This is an optimization exercise on Yosys and OpenROAD, whose aim is small area, not a production implementation.
Function was checked by simulation only, so behaviour that the tests miss may differ from the original.
No activity file was given, so power comes from the tool's default toggle rates.

Design cache_l1, start of the top module:
module cache_l1
	#(
		parameter DATA_WDT  = 64,
		parameter LINE_SIZE = 512 / DATA_WDT
	)
	(
		input								clk,
		input								rst_n,
		input								th_cgra_cache_flush,
		input		[32 - 1 : 0]			agent_req_addr,
		input								agent_req_en,
		input								agent_req_wr,
		input		[DATA_WDT - 1 : 0]		agent_req_wr_data,
		output reg 							agent_req_done,
		output reg							agent_req_hit,
		output reg							agent_req_miss,
		output reg							agent_req_block,
		output 		[DATA_WDT - 1:0]		agent_req_data,
		input								mem_read_valid,
		input		[DATA_WDT - 1 : 0]		mem_read_data,
		output reg							mem_req_en,
		output 		[32 - 1 : 0]			mem_req_addr,
		input		[31 : 0]				i_coherence_addr_1, i_coherence_addr_2, i_coherence_addr_3,
		input 								i_coherence_valid_1, i_coherence_valid_2, i_coherence_valid_3,
		output reg							o_coherence_valid_1, o_coherence_valid_2, o_coherence_valid_3,
		input 								i_coherence_ack_1, i_coherence_ack_2, i_coherence_ack_3,
		output reg							o_coherence_ack_1, o_coherence_ack_2, o_coherence_ack_3,
		output reg 	[31 : 0]				o_coherence_addr
	);
Size in the first run: ~11000 cells after synthesis, roughly 410 I/O pins, about 0.13 mm2 of cells after synthesis.
clock: 10.0 ns
lec_check: 0
cap_margin: 20
core_margin: 2
core_utilization: 45
cts_buf_list: sky130_fd_sc_hd__clkbuf_16
cts_cluster_diameter: 60
cts_cluster_size: 30
slew_margin: 20
standard.sh (not shown) runs the stock make flow with config.mk's settings and CLKGATE_MAP_FILE= SYNTH_SCRIPT=/design/flow/synth_recipe.tcl, a recipe that flattens the netlist after the stock synthesis.
==> flow/flow/run.sh <==
#!/bin/bash
# Standard layout, but with a small buffer on every input and output port.
set -e
export BUFFER_PORTS_ARGS="-buffer_cell sky130_fd_sc_hd__buf_1"
bash standard.sh > standard.log 2>&1
The first run finished with timing, DRC and antenna clean.
==> next run, changes <==
==> flow/run.sh (new file) <==
#!/bin/bash
# synth_recipe.tcl (not shown) runs the flow's synth.tcl, then flattens the netlist and writes it again
# the make line also repeats each setting of config.mk as NAME=value (left out here)
make -C /OpenROAD-flow-scripts/flow DESIGN_CONFIG=/design/flow/config.mk WORK_HOME=/design/flow/orfs CLKGATE_MAP_FILE= SYNTH_SCRIPT=/design/flow/synth_recipe.tcl finish
- CAP_MARGIN: 20 -> 5
- CORE_UTILIZATION: 45 -> 60
- PLACE_DENSITY: unset -> 0.75
- SLEW_MARGIN: 20 -> 5
removed: flow/flow/run.sh
removed: flow/standard.sh
=>
- count of clock-buffer cells in the layout came out lower by 65
- routed wire length came out lower by about 7.5%
- clock skew came out lower by 0.034 ns
- total power came out lower by about 4%
- die area came out lower by 25%
- first-iteration DRC count came out higher by 20%
- global-route usage came out higher by 8.1 points
- worst setup slack gains 0.031 ns
==> next run, changes <==
- CAP_MARGIN: 5 -> 20
- CORE_UTILIZATION: 60 -> 45
- CTS_BUF_LIST: sky130_fd_sc_hd__clkbuf_16 -> sky130_fd_sc_hd__clkbuf_8 sky130_fd_sc_hd__clkbuf_16
- CTS_CLUSTER_DIAMETER: 60 -> 55
- CTS_CLUSTER_SIZE: 30 -> 25
- PLACE_DENSITY: 0.75 -> unset
- SLEW_MARGIN: 5 -> 20
=> The changed run finished with timing, DRC and antenna clean; wire length goes up by 8.7%; critical path depth is unchanged; final area goes up by 4.5%; worst hold slack gets worse by 0.037 ns; area after synthesis stays the same; fmax goes up by 1.4%.
==> next run, changes <==
- CORE_UTILIZATION: 45 -> 72
- CTS_BUF_LIST: sky130_fd_sc_hd__clkbuf_8 sky130_fd_sc_hd__clkbuf_16 -> sky130_fd_sc_hd__clkbuf_16
- CTS_CLUSTER_DIAMETER: 55 -> 60
- CTS_CLUSTER_SIZE: 25 -> 30
- PLACE_DENSITY: unset -> 0.85
What happened:
- setup slack got worse by 0.024 ns
- hold slack improved by 0.039 ns
- synthesized area stays the same
- register-to-register slack got worse by 0.02 ns

* * *

Starting RTL as in the previous note.
## cache_l1
module cache_l1
	#(
		parameter DATA_WDT  = 64,
		parameter LINE_SIZE = 512 / DATA_WDT
	)
	(
		input								clk,
		input								rst_n,
		input								th_cgra_cache_flush,
		input		[32 - 1 : 0]			agent_req_addr,
		input								agent_req_en,
		input								agent_req_wr,
		input		[DATA_WDT - 1 : 0]		agent_req_wr_data,
		output reg 							agent_req_done,
		output reg							agent_req_hit,
		output reg							agent_req_miss,
		output reg							agent_req_block,
		output 		[DATA_WDT - 1:0]		agent_req_data,
		input								mem_read_valid,
		input		[DATA_WDT - 1 : 0]		mem_read_data,
		output reg							mem_req_en,
		output 		[32 - 1 : 0]			mem_req_addr,
		input		[31 : 0]				i_coherence_addr_1, i_coherence_addr_2, i_coherence_addr_3,
		input 								i_coherence_valid_1, i_coherence_valid_2, i_coherence_valid_3,
		output reg							o_coherence_valid_1, o_coherence_valid_2, o_coherence_valid_3,
		input 								i_coherence_ack_1, i_coherence_ack_2, i_coherence_ack_3,
		output reg							o_coherence_ack_1, o_coherence_ack_2, o_coherence_ack_3,
		output reg 	[31 : 0]				o_coherence_addr
	);
clock: 10.0 ns
lec_check: 0
cap_margin: 20
core_margin: 2
core_utilization: 60
cts_buf_list: sky130_fd_sc_hd__clkbuf_16
cts_cluster_diameter: 60
cts_cluster_size: 30
place_density: 0.75
slew_margin: 20
==> flow/flow/run.sh <==
#!/bin/bash
# Standard layout, but with a small buffer on every input and output port.
set -e
export BUFFER_PORTS_ARGS="-buffer_cell sky130_fd_sc_hd__buf_1"
bash standard.sh > standard.log 2>&1
The first run passed the timing, DRC and antenna checks.
Change:
==> flow/run.sh (new file) <==
#!/bin/bash
# synth_recipe.tcl (not shown) runs the flow's synth.tcl, then flattens the netlist and writes it again
# the make line also repeats each setting of config.mk as NAME=value (left out here)
make -C /OpenROAD-flow-scripts/flow DESIGN_CONFIG=/design/flow/config.mk WORK_HOME=/design/flow/orfs CLKGATE_MAP_FILE= SYNTH_SCRIPT=/design/flow/synth_recipe.tcl finish
--- a/flow/config.mk
+++ b/flow/config.mk
@@ -9,7 +9,7 @@
 export CORE_MARGIN = 2
 export CORE_UTILIZATION = 60
-export CTS_BUF_LIST = sky130_fd_sc_hd__clkbuf_16
-export CTS_CLUSTER_DIAMETER = 60
-export CTS_CLUSTER_SIZE = 30
+export CTS_BUF_LIST = sky130_fd_sc_hd__clkbuf_8
+export CTS_CLUSTER_DIAMETER = 40
+export CTS_CLUSTER_SIZE = 20
 export PLACE_DENSITY = 0.75
 export SLEW_MARGIN = 20
removed: flow/flow/run.sh
removed: flow/standard.sh
After rerunning: Global-route usage goes up by 0.26 points. Cell area went up by 4.2%. Sequential cell count stays the same. Hold slack gets worse by 0.062 ns. Power came out higher by 6.1%. Wire length increases by 0.51%. Utilization climbs by 2.8 points. Area after synthesis stays the same. Die area stays the same. Combinational power climbs by about 4%. Non-clock buffer count went up by 3.
Change:
--- a/flow/config.mk
+++ b/flow/config.mk
@@ -9,7 +9,7 @@
 export CORE_MARGIN = 2
 export CORE_UTILIZATION = 60
-export CTS_BUF_LIST = sky130_fd_sc_hd__clkbuf_8
-export CTS_CLUSTER_DIAMETER = 40
-export CTS_CLUSTER_SIZE = 20
+export CTS_BUF_LIST = sky130_fd_sc_hd__clkbuf_16
+export CTS_CLUSTER_DIAMETER = 60
+export CTS_CLUSTER_SIZE = 30
 export PLACE_DENSITY = 0.75
 export SLEW_MARGIN = 20
The new run produced a clean layout.
Clock-buffer cell count came out lower by 273.
Final area came out lower by 2.5%.
Critical path depth stays the same.
Worst setup slack improves by 0.078 ns.
Clock skew came out lower by 0.059 ns.
Sequential power is about the same.
Synthesized area is unchanged.
Final cell count came out lower by 3.7%.
Routed wire length came out lower by 1.2%.
Via count came out lower by 2.1%.
Core utilization came out lower by 1.7 points.

[afterwards: timing with drivers on the ports]
In the flow no input, the clock included, has a driving cell. The finished layouts below were timed again as built, in two steps. Step 1 assumes that a clkbuf_16 drives the clock port and a buf_2 every other input. Step 2, shift: input delay + t, output delay - t, t = (earliest + latest rising clock arrival at the registers) / 2. This alone moves slack from input paths to output paths. Three values: no drivers, after step 1, after step 2; two values: the first two.
| run | t (ns) | slack for setup (ns) | hold slack, ns |
|---|---|---|---|
| the first run of note 1 | 1.022 | 1.281 / 1.281 / 1.281 | 0.314 / 0.314 / 0.314 |
| the second run of note 1 | 1.003 | 1.312 / 1.312 / 1.312 | 0.325 / 0.325 / 0.325 |
| the third run of note 1 | 1.039 | 1.432 / 1.432 / 1.432 | 0.288 / 0.288 / 0.288 |
| the fourth run of note 1 | 1.002 | 1.408 / 1.408 / 1.408 | 0.326 / 0.326 / 0.326 |
| the first run of note 2 | 0.999 | 1.334 / 1.334 / 1.334 | 0.316 / 0.316 / 0.316 |
| the second run of note 2 | 1.241 | 1.387 / 1.387 / 1.387 | 0.255 / 0.255 / 0.255 |
| the third run of note 2 | 1.009 | 1.465 / 1.465 / 1.465 | 0.309 / 0.309 / 0.309 |
After both steps setup and hold are still met in every run listed.
